From an optimization exercise on the open Yosys and OpenROAD flow, aimed at small area; shortcuts taken in it are not production practice. Only simulation tests tie the RTL to the original design; equivalence was not proved.

[design/flow/design.v]
module cr_xor #(parameter W = 8) (
  input  [W-1:0] a,
  input  [W-1:0] b,
  output [W-1:0] y
);
  assign y = a ^ b;
endmodule
module cr_xnor #(parameter W = 8) (
  input  [W-1:0] a,
  input  [W-1:0] b,
  output [W-1:0] y
);
  assign y = ~(a ^ b);
endmodule
module cr_cmux (
  input  s,
  input  a1,
  input  a0,
  output y
);
  assign y = ~(s ? a1 : a0);
endmodule
module cr_addn #(parameter N = 16) (
  input  [N-1:0] a,
  input  [N-1:0] bn,
  input          cin,
  output [N-1:0] s,
  output         co
);
  wire [N-1:0] p;       
  wire [N:0]   c;
  assign c[0] = cin;
  genvar i;
  generate
    for (i = 0; i < N; i = i + 1) begin : g_b
      if (i % 2 == 0) begin : g_e
        cr_xor  #(.W(1)) u_p (.a(a[i]), .b(bn[i]), .y(p[i]));
        cr_xor  #(.W(1)) u_s (.a(p[i]), .b(c[i]),  .y(s[i]));
      end else begin : g_o
        cr_xnor #(.W(1)) u_p (.a(a[i]), .b(bn[i]), .y(p[i]));
        cr_xnor #(.W(1)) u_s (.a(p[i]), .b(c[i]),  .y(s[i]));
      end
      cr_cmux u_c (.s(p[i]), .a1(c[i]), .a0(bn[i]), .y(c[i+1]));
    end
  endgenerate
  assign co = c[N];
endmodule
module cr_prefix #(parameter W = 8) (
  input  [W-1:0] x,
  output [W-1:0] a1n,
  output [W-1:0] a0n
);
  assign a1n[0] = ~x[0];
  assign a0n[0] = x[0];
  genvar i;
  generate
    for (i = 1; i < W; i = i + 1) begin : g_b
      assign a1n[i] = a1n[i-1] | ~x[i];
      assign a0n[i] = a0n[i-1] | x[i];
    end
  endgenerate
endmodule
module cr_nand2 (
  input  a,
  input  b,
  output y
);
  assign y = ~(a & b);
endmodule
module cr_o22ai (
  input  a1,
  input  b1,
  input  a2,
  input  b2,
  output y
);
  assign y = ~((a1 | b1) & (a2 | b2));
endmodule
module cr_incdec #(parameter W = 8) (
  input  [W-1:0] x,
  input          incn,
  input          decn,
  output [W-1:0] y
);
  wire [W-1:0] f;
  cr_nand2 u_f0 (.a(incn), .b(decn), .y(f[0]));
  generate
    if (W > 1) begin : g_p
      wire [W-2:0] a1n, a0n;
      cr_prefix #(.W(W-1)) u_p (.x(x[W-2:0]), .a1n(a1n), .a0n(a0n));
      genvar i;
      for (i = 1; i < W; i = i + 1) begin : g_b
        cr_o22ai u_f (.a1(incn), .b1(a1n[i-1]), .a2(decn), .b2(a0n[i-1]), .y(f[i]));
      end
    end
  endgenerate
  cr_xor #(.W(W)) u_y (.a(x), .b(f), .y(y));
endmodule
module cordic (
  input                clk,
  input                reset,
  input                operands_val,
  input  signed [15:0] x_start,
  input  signed [15:0] y_start,
  input  signed [15:0] angle,
  output signed [15:0] sine,
  output signed [15:0] cosine,
  output               out_valid
);
  localparam [15:0] ODD = 16'haaaa;
  reg [11:0] vld;
  always @(posedge clk) begin
    if (reset) vld <= 12'd0;
    else       vld <= {vld[10:0], operands_val};
  end
  assign out_valid = vld[11];
  wire [15:0] t0 = angle - 16'd12868;
  wire [15:0] x0_0_s;
  wire x0_0_co;
  wire [15:0] x0_0_bn = {~(y_start[15] ^ 1'b1), y_start[14] ^ 1'b1, ~(y_start[13] ^ 1'b1), y_start[12] ^ 1'b1, ~(y_start[11] ^ 1'b1), y_start[10] ^ 1'b1, ~(y_start[9] ^ 1'b1), y_start[8] ^ 1'b1, ~(y_start[7] ^ 1'b1), y_start[6] ^ 1'b1, ~(y_start[5] ^ 1'b1), y_start[4] ^ 1'b1, ~(y_start[3] ^ 1'b1), y_start[2] ^ 1'b1, ~(y_start[1] ^ 1'b1), y_start[0] ^ 1'b1};
  cr_addn #(.N(16)) u_x0_0 (.a(x_start[15:0]), .bn(x0_0_bn), .cin(1'b1), .s(x0_0_s), .co(x0_0_co));
  wire [15:0] y0_0_s;
  wire y0_0_co;
  wire [15:0] y0_0_bn = {~(x_start[15] ^ 1'b0), x_start[14] ^ 1'b0, ~(x_start[13] ^ 1'b0), x_start[12] ^ 1'b0, ~(x_start[11] ^ 1'b0), x_start[10] ^ 1'b0, ~(x_start[9] ^ 1'b0), x_start[8] ^ 1'b0, ~(x_start[7] ^ 1'b0), x_start[6] ^ 1'b0, ~(x_start[5] ^ 1'b0), x_start[4] ^ 1'b0, ~(x_start[3] ^ 1'b0), x_start[2] ^ 1'b0, ~(x_start[1] ^ 1'b0), x_start[0] ^ 1'b0};
  cr_addn #(.N(16)) u_y0_0 (.a(y_start[15:0]), .bn(y0_0_bn), .cin(1'b0), .s(y0_0_s), .co(y0_0_co));
  wire [15:0] x0 = {x0_0_s};
  wire [15:0] y0 = {y0_0_s};
  wire dir1 = ~t0[15];
  wire [5:0] x1_0_s;
  wire x1_0_co;
  wire [5:0] x1_0_bn = {~(y0[6] ^ dir1), y0[5] ^ dir1, ~(y0[4] ^ dir1), y0[3] ^ dir1, ~(y0[2] ^ dir1), y0[1] ^ dir1};
  cr_addn #(.N(6)) u_x1_0 (.a(x0[5:0]), .bn(x1_0_bn), .cin(dir1), .s(x1_0_s), .co(x1_0_co));
  wire [5:0] y1_0_s;
  wire y1_0_co;
  wire [5:0] y1_0_bn = {~(x0[6] ^ ~dir1), x0[5] ^ ~dir1, ~(x0[4] ^ ~dir1), x0[3] ^ ~dir1, ~(x0[2] ^ ~dir1), x0[1] ^ ~dir1};
  cr_addn #(.N(6)) u_y1_0 (.a(y0[5:0]), .bn(y1_0_bn), .cin(~dir1), .s(y1_0_s), .co(y1_0_co));
  reg [5:0] xl0, yl0;
  reg cx0, cy0;
  reg [15:6] xa0, ya0;
  reg [15:0] tr0;
  always @(posedge clk) begin
    xl0 <= {x1_0_s};
    yl0 <= {y1_0_s};
    cx0 <= x1_0_co;
    cy0 <= y1_0_co;
    xa0 <= x0[15:6];
    ya0 <= y0[15:6];
    tr0 <= t0;
  end
  wire [15:0] xv0 = {xa0, 6'd0};
  wire [15:0] yv0 = {ya0, 6'd0};
  wire [9:0] x1_6_s;
  wire x1_6_co;
  wire [9:0] x1_6_bn = {~(yv0[15] ^ (~tr0[15])), yv0[15] ^ (~tr0[15]), ~(yv0[14] ^ (~tr0[15])), yv0[13] ^ (~tr0[15]), ~(yv0[12] ^ (~tr0[15])), yv0[11] ^ (~tr0[15]), ~(yv0[10] ^ (~tr0[15])), yv0[9] ^ (~tr0[15]), ~(yv0[8] ^ (~tr0[15])), yv0[7] ^ (~tr0[15])};
  cr_addn #(.N(10)) u_x1_6 (.a(xv0[15:6]), .bn(x1_6_bn), .cin(cx0), .s(x1_6_s), .co(x1_6_co));
  wire [9:0] y1_6_s;
  wire y1_6_co;
  wire [9:0] y1_6_bn = {~(xv0[15] ^ ~(~tr0[15])), xv0[15] ^ ~(~tr0[15]), ~(xv0[14] ^ ~(~tr0[15])), xv0[13] ^ ~(~tr0[15]), ~(xv0[12] ^ ~(~tr0[15])), xv0[11] ^ ~(~tr0[15]), ~(xv0[10] ^ ~(~tr0[15])), xv0[9] ^ ~(~tr0[15]), ~(xv0[8] ^ ~(~tr0[15])), xv0[7] ^ ~(~tr0[15])};
  cr_addn #(.N(10)) u_y1_6 (.a(yv0[15:6]), .bn(y1_6_bn), .cin(cy0), .s(y1_6_s), .co(y1_6_co));
  wire [15:0] x1 = {x1_6_s, xl0};
  wire [15:0] y1 = {y1_6_s, yl0};
  wire        a_sat = tr0[15] ^ tr0[14];
  wire [14:0] a_tu = {~tr0[14], tr0[13:0]};    
  wire a_s1 = ~tr0[15];
  wire a_ge_7596 = (a_tu[14] & (a_tu[13] | (a_tu[12] & (a_tu[11] & (a_tu[10] & (a_tu[9] | (a_tu[8] & (a_tu[7] & (a_tu[6] | (a_tu[5] & (a_tu[4] | (a_tu[3] & (a_tu[2] & (a_tu[1] | (a_tu[0] | 1'b1)))))))))))))));    
  wire a_ge_m7596 = (a_tu[14] | (a_tu[13] & (a_tu[12] | (a_tu[11] | (a_tu[10] | (a_tu[9] & (a_tu[8] | (a_tu[7] | (a_tu[6] & (a_tu[5] | (a_tu[4] & (a_tu[3] | (a_tu[2] & (a_tu[1] | (a_tu[0] | 1'b1)))))))))))))));    
  wire a_s2 = a_sat ? a_s1 : a_s1 ? a_ge_7596 : a_ge_m7596;
  wire a_ge_11609 = (a_tu[14] & (a_tu[13] & (a_tu[12] | (a_tu[11] & (a_tu[10] & (a_tu[9] | (a_tu[8] & (a_tu[7] | (a_tu[6] & (a_tu[5] | (a_tu[4] & (a_tu[3] & (a_tu[2] | (a_tu[1] | (a_tu[0] & 1'b1)))))))))))))));    
  wire a_ge_3583 = (a_tu[14] & (a_tu[13] | (a_tu[12] | (a_tu[11] & (a_tu[10] & (a_tu[9] | (a_tu[8] & (a_tu[7] & (a_tu[6] & (a_tu[5] & (a_tu[4] & (a_tu[3] & (a_tu[2] & (a_tu[1] & (a_tu[0] & 1'b1)))))))))))))));    
  wire a_ge_m3583 = (a_tu[14] | (a_tu[13] & (a_tu[12] & (a_tu[11] | (a_tu[10] | (a_tu[9] & (a_tu[8] | (a_tu[7] | (a_tu[6] | (a_tu[5] | (a_tu[4] | (a_tu[3] | (a_tu[2] | (a_tu[1] | (a_tu[0] & 1'b1)))))))))))))));    
  wire a_ge_m11609 = (a_tu[14] | (a_tu[13] | (a_tu[12] & (a_tu[11] | (a_tu[10] | (a_tu[9] & (a_tu[8] | (a_tu[7] & (a_tu[6] | (a_tu[5] & (a_tu[4] | (a_tu[3] | (a_tu[2] & (a_tu[1] & (a_tu[0] & 1'b1)))))))))))))));    
  wire a_s3 = a_sat ? a_s1 : a_s1 ? (a_s2 ? a_ge_11609 : a_ge_3583) : (a_s2 ? a_ge_m3583 : a_ge_m11609);
  wire a_ge_13646 = (a_tu[14] & (a_tu[13] & (a_tu[12] & (a_tu[11] | (a_tu[10] & (a_tu[9] | (a_tu[8] & (a_tu[7] | (a_tu[6] & (a_tu[5] | (a_tu[4] | (a_tu[3] & (a_tu[2] & (a_tu[1] & (a_tu[0] | 1'b1)))))))))))))));    
  wire a_ge_9572 = (a_tu[14] & (a_tu[13] & (a_tu[12] | (a_tu[11] | (a_tu[10] & (a_tu[9] | (a_tu[8] & (a_tu[7] | (a_tu[6] & (a_tu[5] & (a_tu[4] | (a_tu[3] | (a_tu[2] & (a_tu[1] | (a_tu[0] | 1'b1)))))))))))))));    
  wire a_ge_5620 = (a_tu[14] & (a_tu[13] | (a_tu[12] & (a_tu[11] | (a_tu[10] & (a_tu[9] | (a_tu[8] & (a_tu[7] & (a_tu[6] & (a_tu[5] & (a_tu[4] & (a_tu[3] | (a_tu[2] & (a_tu[1] | (a_tu[0] | 1'b1)))))))))))))));    
  wire a_ge_1546 = (a_tu[14] & (a_tu[13] | (a_tu[12] | (a_tu[11] | (a_tu[10] & (a_tu[9] & (a_tu[8] | (a_tu[7] | (a_tu[6] | (a_tu[5] | (a_tu[4] | (a_tu[3] & (a_tu[2] | (a_tu[1] & (a_tu[0] | 1'b1)))))))))))))));    
  wire a_ge_m1546 = (a_tu[14] | (a_tu[13] & (a_tu[12] & (a_tu[11] & (a_tu[10] | (a_tu[9] | (a_tu[8] & (a_tu[7] & (a_tu[6] & (a_tu[5] & (a_tu[4] & (a_tu[3] | (a_tu[2] & (a_tu[1] & (a_tu[0] | 1'b1)))))))))))))));    
  wire a_ge_m5620 = (a_tu[14] | (a_tu[13] & (a_tu[12] | (a_tu[11] & (a_tu[10] | (a_tu[9] & (a_tu[8] | (a_tu[7] | (a_tu[6] | (a_tu[5] | (a_tu[4] | (a_tu[3] & (a_tu[2] & (a_tu[1] | (a_tu[0] | 1'b1)))))))))))))));    
  wire a_ge_m9572 = (a_tu[14] | (a_tu[13] | (a_tu[12] & (a_tu[11] & (a_tu[10] | (a_tu[9] & (a_tu[8] | (a_tu[7] & (a_tu[6] | (a_tu[5] | (a_tu[4] & (a_tu[3] & (a_tu[2] & (a_tu[1] | (a_tu[0] | 1'b1)))))))))))))));    
  wire a_ge_m13646 = (a_tu[14] | (a_tu[13] | (a_tu[12] | (a_tu[11] & (a_tu[10] | (a_tu[9] & (a_tu[8] | (a_tu[7] & (a_tu[6] | (a_tu[5] & (a_tu[4] & (a_tu[3] | (a_tu[2] | (a_tu[1] & (a_tu[0] | 1'b1)))))))))))))));    
  wire [7:0] a_g4 = {a_ge_m13646, a_ge_m9572, a_ge_m5620, a_ge_m1546, a_ge_1546, a_ge_5620, a_ge_9572, a_ge_13646};
  wire a_s4 = a_sat ? a_s1 : a_g4[~{a_s1, a_s2, a_s3}];
  wire [11:0] a_t = tr0[11:0];
  wire dir2 = a_s2;
  wire [11:0] x2_0_s;
  wire x2_0_co;
  wire [11:0] x2_0_bn = {~(y1[13] ^ dir2), y1[12] ^ dir2, ~(y1[11] ^ dir2), y1[10] ^ dir2, ~(y1[9] ^ dir2), y1[8] ^ dir2, ~(y1[7] ^ dir2), y1[6] ^ dir2, ~(y1[5] ^ dir2), y1[4] ^ dir2, ~(y1[3] ^ dir2), y1[2] ^ dir2};
  cr_addn #(.N(12)) u_x2_0 (.a(x1[11:0]), .bn(x2_0_bn), .cin(dir2), .s(x2_0_s), .co(x2_0_co));
  wire [11:0] y2_0_s;
  wire y2_0_co;
  wire [11:0] y2_0_bn = {~(x1[13] ^ ~dir2), x1[12] ^ ~dir2, ~(x1[11] ^ ~dir2), x1[10] ^ ~dir2, ~(x1[9] ^ ~dir2), x1[8] ^ ~dir2, ~(x1[7] ^ ~dir2), x1[6] ^ ~dir2, ~(x1[5] ^ ~dir2), x1[4] ^ ~dir2, ~(x1[3] ^ ~dir2), x1[2] ^ ~dir2};
  cr_addn #(.N(12)) u_y2_0 (.a(y1[11:0]), .bn(y2_0_bn), .cin(~dir2), .s(y2_0_s), .co(y2_0_co));
  reg [11:0] xl1, yl1;
  reg cx1, cy1;
  reg [15:12] xa1, ya1;
  reg [11:0] tr1;
  reg sr1;
  reg [4:1] dr1;
  always @(posedge clk) begin
    xl1 <= {x2_0_s};
    yl1 <= {y2_0_s};
    cx1 <= x2_0_co;
    cy1 <= y2_0_co;
    xa1 <= x1[15:12];
    ya1 <= y1[15:12];
    tr1 <= a_t;
    sr1 <= a_sat;
    dr1 <= {a_s4, a_s3, a_s2, a_s1};
  end
  wire [15:0] xv1 = {xa1, 12'd0};
  wire [15:0] yv1 = {ya1, 12'd0};
  wire [1:0] x2_12_s;
  wire x2_12_co;
  wire [1:0] x2_12_bn = {~(yv1[15] ^ (dr1[2])), yv1[14] ^ (dr1[2])};
  cr_addn #(.N(2)) u_x2_12 (.a(xv1[13:12]), .bn(x2_12_bn), .cin(cx1), .s(x2_12_s), .co(x2_12_co));
  wire [1:0] y2_12_s;
  wire y2_12_co;
  wire [1:0] y2_12_bn = {~(xv1[15] ^ ~(dr1[2])), xv1[14] ^ ~(dr1[2])};
  cr_addn #(.N(2)) u_y2_12 (.a(yv1[13:12]), .bn(y2_12_bn), .cin(cy1), .s(y2_12_s), .co(y2_12_co));
  wire x2_t_cl = x2_12_co;
  wire x2_t_sg = yv1[15] ^ (dr1[2]);
  wire [1:0] x2_t_s;
  cr_incdec #(.W(2)) u_x2_t (.x(xv1[15:14]), .incn(~(x2_t_cl & ~x2_t_sg)), .decn(~(~x2_t_cl & x2_t_sg)), .y(x2_t_s));
  wire y2_t_cl = y2_12_co;
  wire y2_t_sg = xv1[15] ^ ~(dr1[2]);
  wire [1:0] y2_t_s;
  cr_incdec #(.W(2)) u_y2_t (.x(yv1[15:14]), .incn(~(y2_t_cl & ~y2_t_sg)), .decn(~(~y2_t_cl & y2_t_sg)), .y(y2_t_s));
  wire [15:0] x2 = {x2_t_s, x2_12_s, xl1};
  wire [15:0] y2 = {y2_t_s, y2_12_s, yl1};
  reg [11:0] b_c;    
  always @(*) begin
    case ({dr1[1], dr1[2], dr1[3], dr1[4]})
      4'b1111: b_c = 12'h94c;
      4'b1110: b_c = 12'h150;
      4'b1101: b_c = 12'h962;
      4'b1100: b_c = 12'h166;
      4'b1011: b_c = 12'h9f2;
      4'b1010: b_c = 12'h1f6;
      4'b1001: b_c = 12'ha08;
      4'b1000: b_c = 12'h20c;
      4'b0111: b_c = 12'hdf4;
      4'b0110: b_c = 12'h5f8;
      4'b0101: b_c = 12'he0a;
      4'b0100: b_c = 12'h60e;
      4'b0011: b_c = 12'he9a;
      4'b0010: b_c = 12'h69e;
      4'b0001: b_c = 12'heb0;
      4'b0000: b_c = 12'h6b4;
    endcase
  end
  wire [11:0] b_u = tr1 - b_c;    
  wire b_hi = ~b_u[11] & b_u[10];
  wire b_lo = b_u[11] & ~b_u[10];
  wire [10:0] u_dir = sr1 ? {11{dr1[1]}} : b_hi ? 11'h7ff : b_lo ? 11'h000 : {~b_u[10], b_u[9:0]};
  wire dir3 = dr1[3];
  wire [11:0] x3_0_s;
  wire x3_0_co;
  wire [11:0] x3_0_bn = {~(y2[14] ^ dir3), y2[13] ^ dir3, ~(y2[12] ^ dir3), y2[11] ^ dir3, ~(y2[10] ^ dir3), y2[9] ^ dir3, ~(y2[8] ^ dir3), y2[7] ^ dir3, ~(y2[6] ^ dir3), y2[5] ^ dir3, ~(y2[4] ^ dir3), y2[3] ^ dir3};
  cr_addn #(.N(12)) u_x3_0 (.a(x2[11:0]), .bn(x3_0_bn), .cin(dir3), .s(x3_0_s), .co(x3_0_co));
  wire [11:0] y3_0_s;
  wire y3_0_co;
  wire [11:0] y3_0_bn = {~(x2[14] ^ ~dir3), x2[13] ^ ~dir3, ~(x2[12] ^ ~dir3), x2[11] ^ ~dir3, ~(x2[10] ^ ~dir3), x2[9] ^ ~dir3, ~(x2[8] ^ ~dir3), x2[7] ^ ~dir3, ~(x2[6] ^ ~dir3), x2[5] ^ ~dir3, ~(x2[4] ^ ~dir3), x2[3] ^ ~dir3};
  cr_addn #(.N(12)) u_y3_0 (.a(y2[11:0]), .bn(y3_0_bn), .cin(~dir3), .s(y3_0_s), .co(y3_0_co));
  reg [11:0] xl2, yl2;
  reg cx2, cy2;
  reg [15:12] xa2, ya2;
  reg [15:3] dr2;
  always @(posedge clk) begin
    xl2 <= {x3_0_s};
    yl2 <= {y3_0_s};
    cx2 <= x3_0_co;
    cy2 <= y3_0_co;
    xa2 <= x2[15:12];
    ya2 <= y2[15:12];
    dr2 <= {u_dir[0], u_dir[1], u_dir[2], u_dir[3], u_dir[4], u_dir[5], u_dir[6], u_dir[7], u_dir[8], u_dir[9], u_dir[10], dr1[4], dr1[3]};
  end
  wire [15:0] xv2 = {xa2, 12'd0};
  wire [15:0] yv2 = {ya2, 12'd0};
  wire [0:0] x3_12_s;
  wire x3_12_co;
  wire [0:0] x3_12_bn = {yv2[15] ^ (dr2[3])};
  cr_addn #(.N(1)) u_x3_12 (.a(xv2[12:12]), .bn(x3_12_bn), .cin(cx2), .s(x3_12_s), .co(x3_12_co));
  wire [0:0] y3_12_s;
  wire y3_12_co;
  wire [0:0] y3_12_bn = {xv2[15] ^ ~(dr2[3])};
  cr_addn #(.N(1)) u_y3_12 (.a(yv2[12:12]), .bn(y3_12_bn), .cin(cy2), .s(y3_12_s), .co(y3_12_co));
  wire x3_t_cl = ~x3_12_co;
  wire x3_t_sg = yv2[15] ^ (dr2[3]);
  wire [2:0] x3_t_s;
  cr_incdec #(.W(3)) u_x3_t (.x(xv2[15:13]), .incn(~(x3_t_cl & ~x3_t_sg)), .decn(~(~x3_t_cl & x3_t_sg)), .y(x3_t_s));
  wire y3_t_cl = ~y3_12_co;
  wire y3_t_sg = xv2[15] ^ ~(dr2[3]);
  wire [2:0] y3_t_s;
  cr_incdec #(.W(3)) u_y3_t (.x(yv2[15:13]), .incn(~(y3_t_cl & ~y3_t_sg)), .decn(~(~y3_t_cl & y3_t_sg)), .y(y3_t_s));
  wire [15:0] x3 = {x3_t_s, x3_12_s, xl2};
  wire [15:0] y3 = {y3_t_s, y3_12_s, yl2};
  wire dir4 = dr2[4];
  wire [11:0] x4_0_s;
  wire x4_0_co;
  wire [11:0] x4_0_bn = {~(y3[15] ^ dir4), y3[14] ^ dir4, ~(y3[13] ^ dir4), y3[12] ^ dir4, ~(y3[11] ^ dir4), y3[10] ^ dir4, ~(y3[9] ^ dir4), y3[8] ^ dir4, ~(y3[7] ^ dir4), y3[6] ^ dir4, ~(y3[5] ^ dir4), y3[4] ^ dir4};
  cr_addn #(.N(12)) u_x4_0 (.a(x3[11:0]), .bn(x4_0_bn), .cin(dir4), .s(x4_0_s), .co(x4_0_co));
  wire [11:0] y4_0_s;
  wire y4_0_co;
  wire [11:0] y4_0_bn = {~(x3[15] ^ ~dir4), x3[14] ^ ~dir4, ~(x3[13] ^ ~dir4), x3[12] ^ ~dir4, ~(x3[11] ^ ~dir4), x3[10] ^ ~dir4, ~(x3[9] ^ ~dir4), x3[8] ^ ~dir4, ~(x3[7] ^ ~dir4), x3[6] ^ ~dir4, ~(x3[5] ^ ~dir4), x3[4] ^ ~dir4};
  cr_addn #(.N(12)) u_y4_0 (.a(y3[11:0]), .bn(y4_0_bn), .cin(~dir4), .s(y4_0_s), .co(y4_0_co));
  wire x4_t_cl = x4_0_co;
  wire x4_t_sg = y3[15] ^ dir4;
  wire [3:0] x4_t_s;
  cr_incdec #(.W(4)) u_x4_t (.x(x3[15:12]), .incn(~(x4_t_cl & ~x4_t_sg)), .decn(~(~x4_t_cl & x4_t_sg)), .y(x4_t_s));
  wire y4_t_cl = y4_0_co;
  wire y4_t_sg = x3[15] ^ ~dir4;
  wire [3:0] y4_t_s;
  cr_incdec #(.W(4)) u_y4_t (.x(y3[15:12]), .incn(~(y4_t_cl & ~y4_t_sg)), .decn(~(~y4_t_cl & y4_t_sg)), .y(y4_t_s));
  wire [15:0] x4 = {x4_t_s, x4_0_s};
  wire [15:0] y4 = {y4_t_s, y4_0_s};
  reg [15:0] xr3, yr3;
  reg [15:5] dr3;
  always @(posedge clk) begin
    xr3 <= x4;
    yr3 <= y4;
    dr3 <= {dr2[15], dr2[14], dr2[13], dr2[12], dr2[11], dr2[10], dr2[9], dr2[8], dr2[7], dr2[6], dr2[5]};
  end
  wire dir5 = dr3[5];
  wire [10:0] x5_0_s;
  wire x5_0_co;
  wire [10:0] x5_0_bn = {yr3[15] ^ dir5, ~(yr3[14] ^ dir5), yr3[13] ^ dir5, ~(yr3[12] ^ dir5), yr3[11] ^ dir5, ~(yr3[10] ^ dir5), yr3[9] ^ dir5, ~(yr3[8] ^ dir5), yr3[7] ^ dir5, ~(yr3[6] ^ dir5), yr3[5] ^ dir5};
  cr_addn #(.N(11)) u_x5_0 (.a(xr3[10:0]), .bn(x5_0_bn), .cin(dir5), .s(x5_0_s), .co(x5_0_co));
  wire [10:0] y5_0_s;
  wire y5_0_co;
  wire [10:0] y5_0_bn = {xr3[15] ^ ~dir5, ~(xr3[14] ^ ~dir5), xr3[13] ^ ~dir5, ~(xr3[12] ^ ~dir5), xr3[11] ^ ~dir5, ~(xr3[10] ^ ~dir5), xr3[9] ^ ~dir5, ~(xr3[8] ^ ~dir5), xr3[7] ^ ~dir5, ~(xr3[6] ^ ~dir5), xr3[5] ^ ~dir5};
  cr_addn #(.N(11)) u_y5_0 (.a(yr3[10:0]), .bn(y5_0_bn), .cin(~dir5), .s(y5_0_s), .co(y5_0_co));
  wire x5_t_cl = ~x5_0_co;
  wire x5_t_sg = yr3[15] ^ dir5;
  wire [4:0] x5_t_s;
  cr_incdec #(.W(5)) u_x5_t (.x(xr3[15:11]), .incn(~(x5_t_cl & ~x5_t_sg)), .decn(~(~x5_t_cl & x5_t_sg)), .y(x5_t_s));
  wire y5_t_cl = ~y5_0_co;
  wire y5_t_sg = xr3[15] ^ ~dir5;
  wire [4:0] y5_t_s;
  cr_incdec #(.W(5)) u_y5_t (.x(yr3[15:11]), .incn(~(y5_t_cl & ~y5_t_sg)), .decn(~(~y5_t_cl & y5_t_sg)), .y(y5_t_s));
  wire [15:0] x5 = {x5_t_s, x5_0_s};
  wire [15:0] y5 = {y5_t_s, y5_0_s};
  wire dir6 = dr3[6];
  wire [3:0] x6_0_s;
  wire x6_0_co;
  wire [3:0] x6_0_bn = {~(y5[9] ^ dir6), y5[8] ^ dir6, ~(y5[7] ^ dir6), y5[6] ^ dir6};
  cr_addn #(.N(4)) u_x6_0 (.a(x5[3:0]), .bn(x6_0_bn), .cin(dir6), .s(x6_0_s), .co(x6_0_co));
  wire [3:0] y6_0_s;
  wire y6_0_co;
  wire [3:0] y6_0_bn = {~(x5[9] ^ ~dir6), x5[8] ^ ~dir6, ~(x5[7] ^ ~dir6), x5[6] ^ ~dir6};
  cr_addn #(.N(4)) u_y6_0 (.a(y5[3:0]), .bn(y6_0_bn), .cin(~dir6), .s(y6_0_s), .co(y6_0_co));
  reg [3:0] xl4, yl4;
  reg cx4, cy4;
  reg [15:4] xa4, ya4;
  reg [15:6] dr4;
  always @(posedge clk) begin
    xl4 <= {x6_0_s};
    yl4 <= {y6_0_s};
    cx4 <= x6_0_co;
    cy4 <= y6_0_co;
    xa4 <= x5[15:4];
    ya4 <= y5[15:4];
    dr4 <= {dr3[15], dr3[14], dr3[13], dr3[12], dr3[11], dr3[10], dr3[9], dr3[8], dr3[7], dr3[6]};
  end
  wire [15:0] xv4 = {xa4, 4'd0};
  wire [15:0] yv4 = {ya4, 4'd0};
  wire [5:0] x6_4_s;
  wire x6_4_co;
  wire [5:0] x6_4_bn = {~(yv4[15] ^ (dr4[6])), yv4[14] ^ (dr4[6]), ~(yv4[13] ^ (dr4[6])), yv4[12] ^ (dr4[6]), ~(yv4[11] ^ (dr4[6])), yv4[10] ^ (dr4[6])};
  cr_addn #(.N(6)) u_x6_4 (.a(xv4[9:4]), .bn(x6_4_bn), .cin(cx4), .s(x6_4_s), .co(x6_4_co));
  wire [5:0] y6_4_s;
  wire y6_4_co;
  wire [5:0] y6_4_bn = {~(xv4[15] ^ ~(dr4[6])), xv4[14] ^ ~(dr4[6]), ~(xv4[13] ^ ~(dr4[6])), xv4[12] ^ ~(dr4[6]), ~(xv4[11] ^ ~(dr4[6])), xv4[10] ^ ~(dr4[6])};
  cr_addn #(.N(6)) u_y6_4 (.a(yv4[9:4]), .bn(y6_4_bn), .cin(cy4), .s(y6_4_s), .co(y6_4_co));
  wire x6_t_cl = x6_4_co;
  wire x6_t_sg = yv4[15] ^ (dr4[6]);
  wire [5:0] x6_t_s;
  cr_incdec #(.W(6)) u_x6_t (.x(xv4[15:10]), .incn(~(x6_t_cl & ~x6_t_sg)), .decn(~(~x6_t_cl & x6_t_sg)), .y(x6_t_s));
  wire y6_t_cl = y6_4_co;
  wire y6_t_sg = xv4[15] ^ ~(dr4[6]);
  wire [5:0] y6_t_s;
  cr_incdec #(.W(6)) u_y6_t (.x(yv4[15:10]), .incn(~(y6_t_cl & ~y6_t_sg)), .decn(~(~y6_t_cl & y6_t_sg)), .y(y6_t_s));
  wire [15:0] x6 = {x6_t_s, x6_4_s, xl4};
  wire [15:0] y6 = {y6_t_s, y6_4_s, yl4};
  wire dir7 = dr4[7];
  wire [5:0] x7_0_s;
  wire x7_0_co;
  wire [5:0] x7_0_bn = {~(y6[12] ^ dir7), y6[11] ^ dir7, ~(y6[10] ^ dir7), y6[9] ^ dir7, ~(y6[8] ^ dir7), y6[7] ^ dir7};
  cr_addn #(.N(6)) u_x7_0 (.a(x6[5:0]), .bn(x7_0_bn), .cin(dir7), .s(x7_0_s), .co(x7_0_co));
  wire [5:0] y7_0_s;
  wire y7_0_co;
  wire [5:0] y7_0_bn = {~(x6[12] ^ ~dir7), x6[11] ^ ~dir7, ~(x6[10] ^ ~dir7), x6[9] ^ ~dir7, ~(x6[8] ^ ~dir7), x6[7] ^ ~dir7};
  cr_addn #(.N(6)) u_y7_0 (.a(y6[5:0]), .bn(y7_0_bn), .cin(~dir7), .s(y7_0_s), .co(y7_0_co));
  reg [5:0] xl5, yl5;
  reg cx5, cy5;
  reg [15:6] xa5, ya5;
  reg [15:7] dr5;
  always @(posedge clk) begin
    xl5 <= {x7_0_s};
    yl5 <= {y7_0_s};
    cx5 <= x7_0_co;
    cy5 <= y7_0_co;
    xa5 <= x6[15:6];
    ya5 <= y6[15:6];
    dr5 <= {dr4[15], dr4[14], dr4[13], dr4[12], dr4[11], dr4[10], dr4[9], dr4[8], dr4[7]};
  end
  wire [15:0] xv5 = {xa5, 6'd0};
  wire [15:0] yv5 = {ya5, 6'd0};
  wire [2:0] x7_6_s;
  wire x7_6_co;
  wire [2:0] x7_6_bn = {yv5[15] ^ (dr5[7]), ~(yv5[14] ^ (dr5[7])), yv5[13] ^ (dr5[7])};
  cr_addn #(.N(3)) u_x7_6 (.a(xv5[8:6]), .bn(x7_6_bn), .cin(cx5), .s(x7_6_s), .co(x7_6_co));
  wire [2:0] y7_6_s;
  wire y7_6_co;
  wire [2:0] y7_6_bn = {xv5[15] ^ ~(dr5[7]), ~(xv5[14] ^ ~(dr5[7])), xv5[13] ^ ~(dr5[7])};
  cr_addn #(.N(3)) u_y7_6 (.a(yv5[8:6]), .bn(y7_6_bn), .cin(cy5), .s(y7_6_s), .co(y7_6_co));
  wire x7_t_cl = ~x7_6_co;
  wire x7_t_sg = yv5[15] ^ (dr5[7]);
  wire [6:0] x7_t_s;
  cr_incdec #(.W(7)) u_x7_t (.x(xv5[15:9]), .incn(~(x7_t_cl & ~x7_t_sg)), .decn(~(~x7_t_cl & x7_t_sg)), .y(x7_t_s));
  wire y7_t_cl = ~y7_6_co;
  wire y7_t_sg = xv5[15] ^ ~(dr5[7]);
  wire [6:0] y7_t_s;
  cr_incdec #(.W(7)) u_y7_t (.x(yv5[15:9]), .incn(~(y7_t_cl & ~y7_t_sg)), .decn(~(~y7_t_cl & y7_t_sg)), .y(y7_t_s));
  wire [15:0] x7 = {x7_t_s, x7_6_s, xl5};
  wire [15:0] y7 = {y7_t_s, y7_6_s, yl5};
  wire dir8 = dr5[8];
  wire [5:0] x8_0_s;
  wire x8_0_co;
  wire [5:0] x8_0_bn = {~(y7[13] ^ dir8), y7[12] ^ dir8, ~(y7[11] ^ dir8), y7[10] ^ dir8, ~(y7[9] ^ dir8), y7[8] ^ dir8};
  cr_addn #(.N(6)) u_x8_0 (.a(x7[5:0]), .bn(x8_0_bn), .cin(dir8), .s(x8_0_s), .co(x8_0_co));
  wire [5:0] y8_0_s;
  wire y8_0_co;
  wire [5:0] y8_0_bn = {~(x7[13] ^ ~dir8), x7[12] ^ ~dir8, ~(x7[11] ^ ~dir8), x7[10] ^ ~dir8, ~(x7[9] ^ ~dir8), x7[8] ^ ~dir8};
  cr_addn #(.N(6)) u_y8_0 (.a(y7[5:0]), .bn(y8_0_bn), .cin(~dir8), .s(y8_0_s), .co(y8_0_co));
  reg [5:0] xl6, yl6;
  reg cx6, cy6;
  reg [15:6] xa6, ya6;
  reg [15:8] dr6;
  always @(posedge clk) begin
    xl6 <= {x8_0_s};
    yl6 <= {y8_0_s};
    cx6 <= x8_0_co;
    cy6 <= y8_0_co;
    xa6 <= x7[15:6];
    ya6 <= y7[15:6];
    dr6 <= {dr5[15], dr5[14], dr5[13], dr5[12], dr5[11], dr5[10], dr5[9], dr5[8]};
  end
  wire [15:0] xv6 = {xa6, 6'd0};
  wire [15:0] yv6 = {ya6, 6'd0};
  wire [1:0] x8_6_s;
  wire x8_6_co;
  wire [1:0] x8_6_bn = {~(yv6[15] ^ (dr6[8])), yv6[14] ^ (dr6[8])};
  cr_addn #(.N(2)) u_x8_6 (.a(xv6[7:6]), .bn(x8_6_bn), .cin(cx6), .s(x8_6_s), .co(x8_6_co));
  wire [1:0] y8_6_s;
  wire y8_6_co;
  wire [1:0] y8_6_bn = {~(xv6[15] ^ ~(dr6[8])), xv6[14] ^ ~(dr6[8])};
  cr_addn #(.N(2)) u_y8_6 (.a(yv6[7:6]), .bn(y8_6_bn), .cin(cy6), .s(y8_6_s), .co(y8_6_co));
  wire x8_t_cl = x8_6_co;
  wire x8_t_sg = yv6[15] ^ (dr6[8]);
  wire [7:0] x8_t_s;
  cr_incdec #(.W(8)) u_x8_t (.x(xv6[15:8]), .incn(~(x8_t_cl & ~x8_t_sg)), .decn(~(~x8_t_cl & x8_t_sg)), .y(x8_t_s));
  wire y8_t_cl = y8_6_co;
  wire y8_t_sg = xv6[15] ^ ~(dr6[8]);
  wire [7:0] y8_t_s;
  cr_incdec #(.W(8)) u_y8_t (.x(yv6[15:8]), .incn(~(y8_t_cl & ~y8_t_sg)), .decn(~(~y8_t_cl & y8_t_sg)), .y(y8_t_s));
  wire [15:0] x8 = {x8_t_s, x8_6_s, xl6};
  wire [15:0] y8 = {y8_t_s, y8_6_s, yl6};
  wire dir9 = dr6[9];
  wire [5:0] x9_0_s;
  wire x9_0_co;
  wire [5:0] x9_0_bn = {~(y8[14] ^ dir9), y8[13] ^ dir9, ~(y8[12] ^ dir9), y8[11] ^ dir9, ~(y8[10] ^ dir9), y8[9] ^ dir9};
  cr_addn #(.N(6)) u_x9_0 (.a(x8[5:0]), .bn(x9_0_bn), .cin(dir9), .s(x9_0_s), .co(x9_0_co));
  wire [5:0] y9_0_s;
  wire y9_0_co;
  wire [5:0] y9_0_bn = {~(x8[14] ^ ~dir9), x8[13] ^ ~dir9, ~(x8[12] ^ ~dir9), x8[11] ^ ~dir9, ~(x8[10] ^ ~dir9), x8[9] ^ ~dir9};
  cr_addn #(.N(6)) u_y9_0 (.a(y8[5:0]), .bn(y9_0_bn), .cin(~dir9), .s(y9_0_s), .co(y9_0_co));
  reg [5:0] xl7, yl7;
  reg cx7, cy7;
  reg [15:6] xa7, ya7;
  reg [15:9] dr7;
  always @(posedge clk) begin
    xl7 <= {x9_0_s};
    yl7 <= {y9_0_s};
    cx7 <= x9_0_co;
    cy7 <= y9_0_co;
    xa7 <= x8[15:6];
    ya7 <= y8[15:6];
    dr7 <= {dr6[15], dr6[14], dr6[13], dr6[12], dr6[11], dr6[10], dr6[9]};
  end
  wire [15:0] xv7 = {xa7, 6'd0};
  wire [15:0] yv7 = {ya7, 6'd0};
  wire [0:0] x9_6_s;
  wire x9_6_co;
  wire [0:0] x9_6_bn = {yv7[15] ^ (dr7[9])};
  cr_addn #(.N(1)) u_x9_6 (.a(xv7[6:6]), .bn(x9_6_bn), .cin(cx7), .s(x9_6_s), .co(x9_6_co));
  wire [0:0] y9_6_s;
  wire y9_6_co;
  wire [0:0] y9_6_bn = {xv7[15] ^ ~(dr7[9])};
  cr_addn #(.N(1)) u_y9_6 (.a(yv7[6:6]), .bn(y9_6_bn), .cin(cy7), .s(y9_6_s), .co(y9_6_co));
  wire x9_t_cl = ~x9_6_co;
  wire x9_t_sg = yv7[15] ^ (dr7[9]);
  wire [8:0] x9_t_s;
  cr_incdec #(.W(9)) u_x9_t (.x(xv7[15:7]), .incn(~(x9_t_cl & ~x9_t_sg)), .decn(~(~x9_t_cl & x9_t_sg)), .y(x9_t_s));
  wire y9_t_cl = ~y9_6_co;
  wire y9_t_sg = xv7[15] ^ ~(dr7[9]);
  wire [8:0] y9_t_s;
  cr_incdec #(.W(9)) u_y9_t (.x(yv7[15:7]), .incn(~(y9_t_cl & ~y9_t_sg)), .decn(~(~y9_t_cl & y9_t_sg)), .y(y9_t_s));
  wire [15:0] x9 = {x9_t_s, x9_6_s, xl7};
  wire [15:0] y9 = {y9_t_s, y9_6_s, yl7};
  wire dir10 = dr7[10];
  wire [3:0] x10_0_s;
  wire x10_0_co;
  wire [3:0] x10_0_bn = {~(y9[13] ^ dir10), y9[12] ^ dir10, ~(y9[11] ^ dir10), y9[10] ^ dir10};
  cr_addn #(.N(4)) u_x10_0 (.a(x9[3:0]), .bn(x10_0_bn), .cin(dir10), .s(x10_0_s), .co(x10_0_co));
  wire [3:0] y10_0_s;
  wire y10_0_co;
  wire [3:0] y10_0_bn = {~(x9[13] ^ ~dir10), x9[12] ^ ~dir10, ~(x9[11] ^ ~dir10), x9[10] ^ ~dir10};
  cr_addn #(.N(4)) u_y10_0 (.a(y9[3:0]), .bn(y10_0_bn), .cin(~dir10), .s(y10_0_s), .co(y10_0_co));
  reg [3:0] xl8, yl8;
  reg cx8, cy8;
  reg [15:4] xa8, ya8;
  reg [15:10] dr8;
  always @(posedge clk) begin
    xl8 <= {x10_0_s};
    yl8 <= {y10_0_s};
    cx8 <= x10_0_co;
    cy8 <= y10_0_co;
    xa8 <= x9[15:4];
    ya8 <= y9[15:4];
    dr8 <= {dr7[15], dr7[14], dr7[13], dr7[12], dr7[11], dr7[10]};
  end
  wire [15:0] xv8 = {xa8, 4'd0};
  wire [15:0] yv8 = {ya8, 4'd0};
  wire [1:0] x10_4_s;
  wire x10_4_co;
  wire [1:0] x10_4_bn = {~(yv8[15] ^ (dr8[10])), yv8[14] ^ (dr8[10])};
  cr_addn #(.N(2)) u_x10_4 (.a(xv8[5:4]), .bn(x10_4_bn), .cin(cx8), .s(x10_4_s), .co(x10_4_co));
  wire [1:0] y10_4_s;
  wire y10_4_co;
  wire [1:0] y10_4_bn = {~(xv8[15] ^ ~(dr8[10])), xv8[14] ^ ~(dr8[10])};
  cr_addn #(.N(2)) u_y10_4 (.a(yv8[5:4]), .bn(y10_4_bn), .cin(cy8), .s(y10_4_s), .co(y10_4_co));
  wire x10_t_cl = x10_4_co;
  wire x10_t_sg = yv8[15] ^ (dr8[10]);
  wire [9:0] x10_t_s;
  cr_incdec #(.W(10)) u_x10_t (.x(xv8[15:6]), .incn(~(x10_t_cl & ~x10_t_sg)), .decn(~(~x10_t_cl & x10_t_sg)), .y(x10_t_s));
  wire y10_t_cl = y10_4_co;
  wire y10_t_sg = xv8[15] ^ ~(dr8[10]);
  wire [9:0] y10_t_s;
  cr_incdec #(.W(10)) u_y10_t (.x(yv8[15:6]), .incn(~(y10_t_cl & ~y10_t_sg)), .decn(~(~y10_t_cl & y10_t_sg)), .y(y10_t_s));
  wire [15:0] x10 = {x10_t_s, x10_4_s, xl8};
  wire [15:0] y10 = {y10_t_s, y10_4_s, yl8};
  wire dir11 = dr8[11];
  wire [3:0] x11_0_s;
  wire x11_0_co;
  wire [3:0] x11_0_bn = {~(y10[14] ^ dir11), y10[13] ^ dir11, ~(y10[12] ^ dir11), y10[11] ^ dir11};
  cr_addn #(.N(4)) u_x11_0 (.a(x10[3:0]), .bn(x11_0_bn), .cin(dir11), .s(x11_0_s), .co(x11_0_co));
  wire [3:0] y11_0_s;
  wire y11_0_co;
  wire [3:0] y11_0_bn = {~(x10[14] ^ ~dir11), x10[13] ^ ~dir11, ~(x10[12] ^ ~dir11), x10[11] ^ ~dir11};
  cr_addn #(.N(4)) u_y11_0 (.a(y10[3:0]), .bn(y11_0_bn), .cin(~dir11), .s(y11_0_s), .co(y11_0_co));
  reg [3:0] xl9, yl9;
  reg cx9, cy9;
  reg [15:4] xa9, ya9;
  reg [15:11] dr9;
  always @(posedge clk) begin
    xl9 <= {x11_0_s};
    yl9 <= {y11_0_s};
    cx9 <= x11_0_co;
    cy9 <= y11_0_co;
    xa9 <= x10[15:4];
    ya9 <= y10[15:4];
    dr9 <= {dr8[15], dr8[14], dr8[13], dr8[12], dr8[11]};
  end
  wire [15:0] xv9 = {xa9, 4'd0};
  wire [15:0] yv9 = {ya9, 4'd0};
  wire [0:0] x11_4_s;
  wire x11_4_co;
  wire [0:0] x11_4_bn = {yv9[15] ^ (dr9[11])};
  cr_addn #(.N(1)) u_x11_4 (.a(xv9[4:4]), .bn(x11_4_bn), .cin(cx9), .s(x11_4_s), .co(x11_4_co));
  wire [0:0] y11_4_s;
  wire y11_4_co;
  wire [0:0] y11_4_bn = {xv9[15] ^ ~(dr9[11])};
  cr_addn #(.N(1)) u_y11_4 (.a(yv9[4:4]), .bn(y11_4_bn), .cin(cy9), .s(y11_4_s), .co(y11_4_co));
  wire x11_t_cl = ~x11_4_co;
  wire x11_t_sg = yv9[15] ^ (dr9[11]);
  wire [10:0] x11_t_s;
  cr_incdec #(.W(11)) u_x11_t (.x(xv9[15:5]), .incn(~(x11_t_cl & ~x11_t_sg)), .decn(~(~x11_t_cl & x11_t_sg)), .y(x11_t_s));
  wire y11_t_cl = ~y11_4_co;
  wire y11_t_sg = xv9[15] ^ ~(dr9[11]);
  wire [10:0] y11_t_s;
  cr_incdec #(.W(11)) u_y11_t (.x(yv9[15:5]), .incn(~(y11_t_cl & ~y11_t_sg)), .decn(~(~y11_t_cl & y11_t_sg)), .y(y11_t_s));
  wire [15:0] x11 = {x11_t_s, x11_4_s, xl9};
  wire [15:0] y11 = {y11_t_s, y11_4_s, yl9};
  wire dir12 = dr9[12];
  wire [3:0] x12_0_s;
  wire x12_0_co;
  wire [3:0] x12_0_bn = {~(y11[15] ^ dir12), y11[14] ^ dir12, ~(y11[13] ^ dir12), y11[12] ^ dir12};
  cr_addn #(.N(4)) u_x12_0 (.a(x11[3:0]), .bn(x12_0_bn), .cin(dir12), .s(x12_0_s), .co(x12_0_co));
  wire [3:0] y12_0_s;
  wire y12_0_co;
  wire [3:0] y12_0_bn = {~(x11[15] ^ ~dir12), x11[14] ^ ~dir12, ~(x11[13] ^ ~dir12), x11[12] ^ ~dir12};
  cr_addn #(.N(4)) u_y12_0 (.a(y11[3:0]), .bn(y12_0_bn), .cin(~dir12), .s(y12_0_s), .co(y12_0_co));
  wire x12_t_cl = x12_0_co;
  wire x12_t_sg = y11[15] ^ dir12;
  wire [11:0] x12_t_s;
  cr_incdec #(.W(12)) u_x12_t (.x(x11[15:4]), .incn(~(x12_t_cl & ~x12_t_sg)), .decn(~(~x12_t_cl & x12_t_sg)), .y(x12_t_s));
  wire y12_t_cl = y12_0_co;
  wire y12_t_sg = x11[15] ^ ~dir12;
  wire [11:0] y12_t_s;
  cr_incdec #(.W(12)) u_y12_t (.x(y11[15:4]), .incn(~(y12_t_cl & ~y12_t_sg)), .decn(~(~y12_t_cl & y12_t_sg)), .y(y12_t_s));
  wire [15:0] x12 = {x12_t_s, x12_0_s};
  wire [15:0] y12 = {y12_t_s, y12_0_s};
  reg [15:0] xr10, yr10;
  reg [15:13] dr10;
  always @(posedge clk) begin
    xr10 <= x12;
    yr10 <= y12;
    dr10 <= {dr9[15], dr9[14], dr9[13]};
  end
  wire dir13 = dr10[13];
  wire [2:0] x13_0_s;
  wire x13_0_co;
  wire [2:0] x13_0_bn = {yr10[15] ^ dir13, ~(yr10[14] ^ dir13), yr10[13] ^ dir13};
  cr_addn #(.N(3)) u_x13_0 (.a(xr10[2:0]), .bn(x13_0_bn), .cin(dir13), .s(x13_0_s), .co(x13_0_co));
  wire [2:0] y13_0_s;
  wire y13_0_co;
  wire [2:0] y13_0_bn = {xr10[15] ^ ~dir13, ~(xr10[14] ^ ~dir13), xr10[13] ^ ~dir13};
  cr_addn #(.N(3)) u_y13_0 (.a(yr10[2:0]), .bn(y13_0_bn), .cin(~dir13), .s(y13_0_s), .co(y13_0_co));
  wire x13_t_cl = ~x13_0_co;
  wire x13_t_sg = yr10[15] ^ dir13;
  wire [12:0] x13_t_s;
  cr_incdec #(.W(13)) u_x13_t (.x(xr10[15:3]), .incn(~(x13_t_cl & ~x13_t_sg)), .decn(~(~x13_t_cl & x13_t_sg)), .y(x13_t_s));
  wire y13_t_cl = ~y13_0_co;
  wire y13_t_sg = xr10[15] ^ ~dir13;
  wire [12:0] y13_t_s;
  cr_incdec #(.W(13)) u_y13_t (.x(yr10[15:3]), .incn(~(y13_t_cl & ~y13_t_sg)), .decn(~(~y13_t_cl & y13_t_sg)), .y(y13_t_s));
  wire [15:0] x13 = {x13_t_s, x13_0_s};
  wire [15:0] y13 = {y13_t_s, y13_0_s};
  reg [15:0] xr11, yr11;
  reg [15:14] dr11;
  always @(posedge clk) begin
    xr11 <= x13;
    yr11 <= y13;
    dr11 <= {dr10[15], dr10[14]};
  end
  wire dir14 = dr11[14];
  wire [1:0] x14_0_s;
  wire x14_0_co;
  wire [1:0] x14_0_bn = {~(yr11[15] ^ dir14), yr11[14] ^ dir14};
  cr_addn #(.N(2)) u_x14_0 (.a(xr11[1:0]), .bn(x14_0_bn), .cin(dir14), .s(x14_0_s), .co(x14_0_co));
  wire [1:0] y14_0_s;
  wire y14_0_co;
  wire [1:0] y14_0_bn = {~(xr11[15] ^ ~dir14), xr11[14] ^ ~dir14};
  cr_addn #(.N(2)) u_y14_0 (.a(yr11[1:0]), .bn(y14_0_bn), .cin(~dir14), .s(y14_0_s), .co(y14_0_co));
  wire x14_t_cl = x14_0_co;
  wire x14_t_sg = yr11[15] ^ dir14;
  wire [13:0] x14_t_s;
  cr_incdec #(.W(14)) u_x14_t (.x(xr11[15:2]), .incn(~(x14_t_cl & ~x14_t_sg)), .decn(~(~x14_t_cl & x14_t_sg)), .y(x14_t_s));
  wire y14_t_cl = y14_0_co;
  wire y14_t_sg = xr11[15] ^ ~dir14;
  wire [13:0] y14_t_s;
  cr_incdec #(.W(14)) u_y14_t (.x(yr11[15:2]), .incn(~(y14_t_cl & ~y14_t_sg)), .decn(~(~y14_t_cl & y14_t_sg)), .y(y14_t_s));
  wire [15:0] x14 = {x14_t_s, x14_0_s};
  wire [15:0] y14 = {y14_t_s, y14_0_s};
  wire dir15 = dr11[15];
  wire [0:0] x15_0_s;
  wire x15_0_co;
  wire [0:0] x15_0_bn = {y14[15] ^ dir15};
  cr_addn #(.N(1)) u_x15_0 (.a(x14[0:0]), .bn(x15_0_bn), .cin(dir15), .s(x15_0_s), .co(x15_0_co));
  wire [0:0] y15_0_s;
  wire y15_0_co;
  wire [0:0] y15_0_bn = {x14[15] ^ ~dir15};
  cr_addn #(.N(1)) u_y15_0 (.a(y14[0:0]), .bn(y15_0_bn), .cin(~dir15), .s(y15_0_s), .co(y15_0_co));
  wire x15_t_cl = ~x15_0_co;
  wire x15_t_sg = y14[15] ^ dir15;
  wire [14:0] x15_t_s;
  cr_incdec #(.W(15)) u_x15_t (.x(x14[15:1]), .incn(~(x15_t_cl & ~x15_t_sg)), .decn(~(~x15_t_cl & x15_t_sg)), .y(x15_t_s));
  wire y15_t_cl = ~y15_0_co;
  wire y15_t_sg = x14[15] ^ ~dir15;
  wire [14:0] y15_t_s;
  cr_incdec #(.W(15)) u_y15_t (.x(y14[15:1]), .incn(~(y15_t_cl & ~y15_t_sg)), .decn(~(~y15_t_cl & y15_t_sg)), .y(y15_t_s));
  wire [15:0] x15 = {x15_t_s, x15_0_s};
  wire [15:0] y15 = {y15_t_s, y15_0_s};
  assign cosine = x15;
  assign sine   = y15;
endmodule
[design/flow/flow/run.sh]
#!/bin/bash
# Own layout flow: the standard ORFS flow (standard.sh, including its
# standard synthesis), with two changes to how the layout is built:
#  - the input/output port buffers are sky130_fd_sc_hd__buf_1 cells;
#  - clock tree synthesis uses clkbuf_4/clkbuf_8 and inserts no dummy loads.
# ORFS writes each step's full log under orfs/logs/; make's own output goes
# to make.log in this folder.
set -euo pipefail
export BUFFER_PORTS_ARGS="-buffer_cell sky130_fd_sc_hd__buf_1"
export CTS_ARGS="-sink_clustering_enable -repair_clock_nets -dont_use_dummy_load -sink_clustering_size 30 -buf_list {sky130_fd_sc_hd__clkbuf_4 sky130_fd_sc_hd__clkbuf_8}"
bash standard.sh finish > make.log 2>&1
[design/flow/standard.sh]
#!/bin/bash
# synth_recipe.tcl (not shown) runs the flow's synth.tcl, then flattens the netlist and writes it again
# the make line also repeats each setting of config.mk as NAME=value (left out here)
make -C /OpenROAD-flow-scripts/flow DESIGN_CONFIG=/design/flow/config.mk WORK_HOME=/design/flow/orfs CLKGATE_MAP_FILE= SYNTH_SCRIPT=/design/flow/synth_recipe.tcl "${@:-finish}"
[design/flow/config.mk]
export PLATFORM = sky130hd
export DESIGN_NAME = cordic
export DESIGN_NICKNAME = cordic
export VERILOG_FILES = /design/flow/design.v
export SDC_FILE = /design/flow/constraint.sdc
export NUM_CORES = 4
export LEC_CHECK = 0
export CAP_MARGIN = 0
export CORE_MARGIN = 2
export CORE_UTILIZATION = 60
export SLEW_MARGIN = 0
export SYNTH_HIERARCHICAL = 1
export SYNTH_MINIMUM_KEEP_SIZE = 0
[design/flow/constraint.sdc]
create_clock -name core_clock -period 5.0 [get_ports {clk}]
set_input_delay 1.0000 -clock core_clock [delete_from_list [all_inputs] [get_ports {clk}]]
set_output_delay 1.0000 -clock core_clock [all_outputs]
set_load 0.01 [all_outputs]
==> results of run 1 <==
==> layout by cell type (no fill, tap or decap), drive strengths merged, types with 31 or more instances in the layout <==
cell,instances
xor2,661
buf,154
xnor2,387
o22ai,211
clkbuf,100
or3,41
and4,31
mux2i,272
nor2,53
nand3,92
nand4,41
inv,104
or2,87
nand2,172
dfxtp,530
==> routing by layer <==
metal  up-vias  track usage [%]
met5         -                0
met2       301             41.9
met4         0             6.60
li1      10641                -
met3        98             3.84
met1      9730             24.9
==> worst max-delay path, cell delays in order (launching register included) <==
cell and delay, ps:
dfxtp_2 360, xnor2_4 200, xor2_2 190, mux2i_1 300, mux2i_2 130, or2_4 280, o22ai_4 140, xor2_2 260
xor2_2 230, xor2_2 240, mux2i_4 390, or2_4 250, o22ai_1 110, xor2_1 220, buf_2 140
==> timing repair <==
action / in CTS / in global routing
setup buffers: 46 / 8
cloned: 4 / 0
resized for setup: 80 / 68
endpoints found under the setup margin: 30 / 33
pin swaps: 36 / 18
==> layout make-up <==
| class | instances | share of cell area, % |
|---|---|---|
| Tap cell | 664 | 2.53 |
| Timing Repair Buffer | 165 | 3.02 |
| Sequential cell | 530 | 32.3 |
| Multi-Input combinational cell | 2308 | 57.2 |
| Inverter | 104 | 1.19 |
| Clock buffer | 89 | 3.72 |
==> state kept, by name (all words and copies together), names as in the netlist, 12 cells and up <==
name / cells
xl1: 12
yr10: 16
yr11: 16
ya8: 12
tr0: 16
yl1: 12
xa8: 12
xa9: 12
xr10: 16
xr11: 16
yr3: 16
dr2: 13
xa4: 12
tr1: 12
xl2: 12
ya4: 12
xr3: 16
vld: 12
ya9: 12
yl2: 12
==> path summary, 6_finish.rpt <==
| path | from | endpoint | depth (start not counted) |
|---|---|---|---|
| worst max-delay path | xr11[14]$_DFF_P_ | cosine[2] | 14 |
| worst min-delay path | dr9[14]$_DFF_P_ | dr10[14]$_DFF_P_ | 0 |
| worst max register to register | ya9[15]$_DFF_P_ | yr10[15]$_DFF_P_ | 15 |
| worst min register to register | dr9[14]$_DFF_P_ | dr10[14]$_DFF_P_ | 0 |
==> results.cfg, run 1 <==
[timing]
slew_viol_final = 0
maxSlewHeadroom_pct = 33.0
hold_viol = 0
whs_ps = 315
setup_ws_ps = -68.4
min_period_ps = 5070
max_freq_mhz = 197
skew_ps = 43.1
worstMarginPinSlew_ps = 999
finalSetupTns_ps = -132
period_share_pct = 101
setup_violations = 6
grt_setup_unrepaired = true

[placed_design]
hpwl_um = 42500
gp_congestion = 0.825
dpl.cell_count = 3714
port_buffers = 83
place_area_sq_um = 30500
place_ws_ps = 99.9

[logic_synthesis]
synth_cells = 3023
syn-cell-area_sq_um = 29700
synth_warnings = 7
synth.avg_cell_area_sq_um = 9.81

[final_layout]
seqCellArea_sq_um = 10600
antenna-diode-count = 0
syn_to_final_growth_pct = 10.9
post-route-util_pct = 67.3
drive_gt1_share_pct = 13.8
layout.cell_area.non_filler_sq_um = 32900
nNetsFinal = 3271
final_cells = 3860
multiInputGateArea_sq_um = 18800
n_fill_cell = 3949

[clock_tree]
clk_pin_slew_ps = 60
numCtsBuffers = 89
cts_root_buffer = clkbuf_8
cts_buffer_depth = 3
worstSkewPairLatency_ps = 650
postCtsHoldBufs = 0
clock-sinks = 530
cts_tree = done
htree_levels = 3

[routing]
met1Wirelength_um = 23500
drtIter0Drc = 888
wl_met3_um = 1630
top_layer = met4
drc_errors = 0
routedWlPerCell_um = 14.6
routed_wl_um = 56400
vias_per_cell = 5.38
ant_nets = 0
drtPass1Iterations = 5
met2_length_um = 30100
vias = 20770

[floorplan]
rows = 81
initial_core_util_pct = 60.7
die_w_um = 226
ios = 84
coreArea_sq_um = 48800
die_area_sq_um = 51200
die_y_um = 226

[run_status]
status = failed layout checks
so_faults = setup timing

[job]
maxCapViolCount = 0

[global_routing]
antenna_found_initial = 0
overflow = 0
grt_pass1_vias = 20382
grt_max_degree = 32
grt_pass1_wl_um = 94000
grt_use_total_pct = 22.0

[hold_path]
worstHoldPathType = reg -> reg

[setup_path]
crit_path_start_kind = flip-flop
required_ps = 4000
r2r_slack_ps = 490
cp-end-kind = output port
crit_fanout = 8
worst-setup-path-type = reg -> out
critPathArrivalTime_ps = 4070
==> run 2: changes to the inputs <==
==> design/flow/run.sh (new file) <==
#!/bin/bash
# synth_recipe.tcl (not shown) runs the flow's synth.tcl, then flattens the netlist and writes it again
# the make line also repeats each setting of config.mk as NAME=value (left out here)
make -C /OpenROAD-flow-scripts/flow DESIGN_CONFIG=/design/flow/config.mk WORK_HOME=/design/flow/orfs CLKGATE_MAP_FILE= SYNTH_SCRIPT=/design/flow/synth_recipe.tcl finish
--- a/design/flow/config.mk
+++ b/design/flow/config.mk
@@ -8,6 +8,8 @@
 export CAP_MARGIN = 0
 export CORE_MARGIN = 2
 export CORE_UTILIZATION = 60
+export CTS_BUF_LIST = sky130_fd_sc_hd__clkbuf_4 sky130_fd_sc_hd__clkbuf_8
+export CTS_CLUSTER_SIZE = 30
 export SLEW_MARGIN = 0
 export SYNTH_HIERARCHICAL = 1
 export SYNTH_MINIMUM_KEEP_SIZE = 0
removed: design/flow/flow/run.sh
removed: design/flow/standard.sh
==> run 2 against run 1 <==
Largest cell class unchanged. Critical path type unchanged. Clock-buffer cell count rose by 44. Critical endpoint is now cosine[5]. Final cell count rose by 3.0%. Still fails the layout checks on setup timing.
==> results.cfg, run 2 <==
[run_status]
status = failed layout checks
so_faults = setup timing

[timing]
min_period_ps = 5290
slew_viol_final = 0
maxSlewHeadroom_pct = 37.0
skew_ps = 26.4
hold_viol = 0
setup_ws_ps = -288
whs_ps = 312
worstMarginPinSlew_ps = 942
period_share_pct = 106
grt_setup_unrepaired = true
setup_violations = 29
finalSetupTns_ps = -4630
max_freq_mhz = 189

[placed_design]
dpl.cell_count = 3749
gp_congestion = 0.818
place_ws_ps = -234
hpwl_um = 42800
port_buffers = 83
place_area_sq_um = 31300

[setup_path]
cp_cell_sequence = xnor2_4 > xor2_2 > mux2i_1 > mux2i_1 > or2_4 > o22ai_4 > xor2_2 > xor2_1 > xor2_1 > mux2i_2 > buf_4 > buf_6 > or2_4 > o22ai_2 > xor2_1 > buf_2
critPathTopFamily = XOR/XNOR gates
rr_endpoint = cy1$_DFF_P_
worst-setup-path-type = reg -> out
critPathArrivalTime_ps = 4290
crit_path_start_kind = flip-flop
slowest_delay_ps = 390
path_buf_inv = 3
crit_fanout = 7
required_ps = 4000
r2r_cells = 19
timing.rr.start = tr0[2]$_DFF_P_
r2r_slack_ps = 440
cp-end-kind = output port
slowest_stage = dfxtp_4
crit_path_frequent_cell = xor2_1

[routing]
drc_errors = 0
routed_wl_um = 57800
drtIter0Drc = 799
vias_per_cell = 5.35
vias = 21242
ant_nets = 0
routedWlPerCell_um = 14.5
drtPass1Iterations = 5

[logic_synthesis]
syn-cell-area_sq_um = 29700
synth_warnings = 7
synth.avg_cell_area_sq_um = 9.81
synth_cells = 3023

[hold_path]
min_to = dr5[10]$_DFF_P_
hold_start = dr4[10]$_DFF_P_
hold_depth = 0
worstHoldPathType = reg -> reg

[final_layout]
post-route-util_pct = 70.2
antenna-diode-count = 0
syn_to_final_growth_pct = 15.7
final_common_cell = xor2_1
layout.cell_area.non_filler_sq_um = 34300
drive_gt1_share_pct = 16.6
n_fill_cell = 3833
layout_common_cells = xor2_1, dfxtp_1, xnor2_1, mux2i_1, o22ai_1
final_cells = 3974
nNetsFinal = 3317

[floorplan]
die_w_um = 226
initial_core_util_pct = 60.7
die_area_sq_um = 51200
rows = 81
ios = 84
coreArea_sq_um = 48800
die_y_um = 226

[global_routing]
grt_max_degree = 25
antenna_found_initial = 0
grt_pass1_vias = 21077
grt_pass1_wl_um = 95800
grt_use_total_pct = 22.4
overflow = 0

[clock_tree]
cts_root_buffer = clkbuf_8
postCtsHoldBufs = 0
cts_buffer_depth = 3
numCtsBuffers = 87
cts_tree = done
clock-sinks = 530
clk_pin_slew_ps = 60
htree_levels = 3
worstSkewPairLatency_ps = 650

[job]
maxCapViolCount = 0
run 2: changes by cell type in the layout (fill, tap and decap cells not counted), sizes merged:
cell	previous run	this run
clkdlybuf4s50	0	52
inv	104	105
clkbuf	100	133
clkinvlp	0	4
buf	154	161
clkinv	0	12
bufinv	0	5
run 2: metal layers:
layer	share of wire [%]	vias to the layer above	wire, um	global-route usage [%]
met5	0	-	0	0
met1	41	9999	23800	25.2
met4	2.6	0	1520	7.87
li1	-	10799	-	-
met3	3.0	120	1740	3.81
met2	53	324	30800	42.2
run 2: worst max path at each step:
stage,cells past startpoint,from,to
2_1_floorplan,14,dr11[14]$_DFF_P_,cosine[10]
3_3_place_gp,19,y_start[0],xa0[15]$_DFF_P_
3_5_place_dp,19,y_start[0],xa0[15]$_DFF_P_
4_1_cts,16,dr11[14]$_DFF_P_,cosine[15]
5_1_grt,16,dr11[14]$_DFF_P_,cosine[5]
6_report,16,dr11[14]$_DFF_P_,cosine[5]
run 2: worst reg2reg max path: stages (launching register included):
cell and delay [ps]:
dfxtp_1 340, buf_4 180, a211oi_1 280, o21ai_2 110, o211a_1 190, a31oi_4 250, buf_6 290, xnor2_1 150
xnor2_1 310, mux2i_1 330, mux2i_1 160, mux2i_1 270, mux2i_1 160, mux2i_1 260, mux2i_1 170, mux2i_2 240
mux2i_2 130, mux2i_1 250, mux2i_1 180, mux2i_1 230
run 2: final cells by class:
class	count	area, sq um	share of cell area, %
Multi-Input combinational cell	2308	18800	54.7
Sequential cell	530	10600	31.0
Timing Repair Buffer	213	1740	5.06
Clock buffer	133	1710	4.97
Tap cell	664	831	2.42
Inverter	104	390	1.14
Clock inverter	22	249	0.726
run 2: repair_timing:
action | CTS | global route
pin swaps | 47 | 33
buffers inserted | 58 | 9
gates resized for setup | 210 | 38
gates cloned | 5 | 0
endpoints found under the setup margin | 30 | 39

[afterwards: timing with drivers on the ports]
In the flow no input, the clock included, has a driving cell. The finished layouts below were timed again as built, in two steps. Step 1 sets driving cells, clkbuf_16 on the clock port and buf_2 on the other inputs (assumed; they add their load-dependent delay and slew). Step 2, shift: input delay + t, output delay - t, t = (earliest + latest rising clock arrival at the registers) / 2. This alone moves slack from input paths to output paths. Three values: ideal, step 1, step 2; two values: the first two.
| run | shift t [ns] | setup slack, ns | worst hold slack (ns) | clock arrival spread, ns |
|---|---|---|---|---|
| run 1 | 0.679 | -0.068 / -0.124 / 0.211 | 0.315 / 0.315 / 0.315 | 0.050 / 0.050 |
| run 2 | 0.695 | -0.288 / -0.343 / -0.219 | 0.312 / 0.312 / 0.312 | 0.027 / 0.027 |
